What follows belongs to an exercise in optimizing a design on an open flow for small area, a short achievable clock period and few clock cycles per item; a production flow would make more cautious choices. Only simulation tests tie the RTL to the original design; equivalence was not proved.

lagoon:
Design ahb_lite_fir_filter, start of the top module:
module ahb_lite_fir_filter(
    input clk,
          n_rst,
    input logic hsel,
    input logic [3:0] haddr,
    input logic hsize,
    input logic [1:0] htrans,
    input logic hwrite,
    input logic [15:0] hwdata,
    output logic [15:0] hrdata,
    output logic hresp
);
For scale: roughly 2800 cells after synthesis, roughly 25000 um2 of cells after synthesis.
clock: 12.0 ns
lec_check: 0
abc_clock_period_in_ps: 5500
cap_margin: 20
core_margin: 2
core_utilization: 40
slew_margin: 20
standard.sh (not shown) runs the stock make flow with config.mk's settings and CLKGATE_MAP_FILE= SYNTH_SCRIPT=/design/flow/synth_recipe.tcl, a recipe that flattens the netlist after the stock synthesis.
==> flow/flow/run.sh <==
#!/bin/bash
# The standard layout (its synthesis script, registers unchanged), with:
#  - adders mapped by ABC like the rest of the logic (no fixed full/half-adder cells),
#  - timing repair aimed at a setup slack margin (a shorter achieved period than
#    the 12 ns constraint), and
#  - port buffers of a regular buffer cell.
# The clock and constraints are the standard flow's own.
set -euo pipefail
MARGIN=${MARGIN:-6.5}
bash standard.sh "ADDER_MAP_FILE=" "SETUP_SLACK_MARGIN=$MARGIN" \
    "BUFFER_PORTS_ARGS=-buffer_cell sky130_fd_sc_hd__buf_2" finish > standard_flow.log 2>&1
lagoon completed end to end with timing, DRC and antenna clean.
Testbench counts of lagoon, summed over its fixed seeds: cycles 2,064, samples 512.
#### Input delta (pepper over lagoon)
==> flow/flow/run.sh <==
#!/bin/bash
# The standard layout, with timing repair aimed at a setup slack margin
# (a shorter achieved period than the 12 ns constraint) and port buffers of a
# regular buffer cell. The clock and constraints are the standard flow's own.
set -euo pipefail
MARGIN=${MARGIN:-7.0}
bash standard.sh "SETUP_SLACK_MARGIN=$MARGIN" \
    "BUFFER_PORTS_ARGS=-buffer_cell sky130_fd_sc_hd__buf_2" finish > standard_flow.log 2>&1
Findings:
Run comparison: lagoon main combinational cell family by area after synthesis XOR/XNOR gates; pepper main combinational cell family by area after synthesis adder cells. Of pepper and lagoon, it is pepper that has the lower placeable core area. Critical path depth was higher in pepper than in lagoon. Critical path data required time (higher): pepper. The standard cells in pepper occupy less silicon area than those in lagoon do. Compared to lagoon, the router laid down less metal wire for pepper. Looking at die area, pepper sits 6400 um2 lower than lagoon does.
Edits applied to the flow inputs when going from pepper to quartz:
==> flow/flow/run.sh <==
#!/bin/bash
# The standard layout, with timing repair aimed at a setup slack margin
# (a shorter achieved period than the 12 ns constraint) and port buffers of a
# regular buffer cell. The clock and constraints are the standard flow's own.
set -euo pipefail
MARGIN=${MARGIN:-6.0}
bash standard.sh "SETUP_SLACK_MARGIN=$MARGIN" \
    "BUFFER_PORTS_ARGS=-buffer_cell sky130_fd_sc_hd__buf_2" finish > standard_flow.log 2>&1
Findings:
Diff pepper -> quartz: count of vias placed by the detailed router fell by 351, post-route worst hold slack fell by 0.0086 ns, setup slack fell by 0.14 ns. Relative to pepper, the final cell area reported for quartz is lower. Taking pepper as the reference, in quartz register-to-register slack down 0.14 ns; met1 layer wirelength in the final routing now sits lower; share of the final layout cell area in sequential cells increased by 0.98 points relative to the old numbers. Compared with pepper, quartz shows a count of fill cells added during filler insertion that is 100 higher. Diff pepper -> quartz | pre-CTS setup slack | decrease of 0.37 ns.
#### Input delta (ember over quartz)
==> flow/flow/run.sh <==
#!/bin/bash
# The standard layout, with timing repair aimed at a setup slack margin
# (a shorter achieved period than the 12 ns constraint) and port buffers of a
# regular buffer cell. The clock and constraints are the standard flow's own.
set -euo pipefail
MARGIN=${MARGIN:-6.5}
bash standard.sh "SETUP_SLACK_MARGIN=$MARGIN" \
    "BUFFER_PORTS_ARGS=-buffer_cell sky130_fd_sc_hd__buf_2" finish > standard_flow.log 2>&1
Findings:
- When ember is measured against quartz, its post-route met1 wirelength turns out 780 um higher.
- ember: all stages complete, timing, DRC and antenna checks passed
- The run showing the greater layout buffer count excluding clock buffers is ember.
- Number of standard cells in the layout, taps in and fillers out across quartz and ember: no real change.
- Diff quartz -> ember | fraction of standard cell area that is sequential | decrease of 0.22 points
- From quartz to ember the numbers moved as follows: shortest period the worst path allows down 0.044 ns.
- In ember relative to quartz, first-pass GRT wire length had gone up slightly.
- Cmp quartz and ember / met2 capacity usage during global routing / higher: ember

-- what the ideal ports hide --
How much do the figures lean on ideal ports? The routed layouts below were timed once more, with nothing changed but the port constraints. Step 1 sets driving cells, clkbuf_16 on the clock port and buf_2 on the other inputs (assumed; they add their load-dependent delay and slew). Step 2 adds t to the input delays and takes it off the output delays; t is the mean of the earliest and latest rising clock arrival at the registers after step 1. Input paths then give back, and output paths get back, about the clock's delay inside the block. a / b / c = ideal ports / drivers / drivers and shift; a / b = the first two.
run	t, ns	slack for setup (ns)	worst setup path after step 2	clock arrival spread, ns	cell pins on the clock port's net
lagoon	0.615	6.291 / 6.258 / 6.077	input to register	0.028 / 0.027	1
pepper	0.633	6.211 / 6.211 / 6.211	register to register	0.031 / 0.031	1
quartz	0.616	6.069 / 6.069 / 5.895	input to register	0.021 / 0.022	1
ember	0.612	6.113 / 6.113 / 6.091	input to register	0.029 / 0.028	1
After both steps every run listed still meets setup and hold. For lagoon, which loses most, drivers alone change the setup slack by -0.033 ns; drivers and shift together by -0.214 ns.
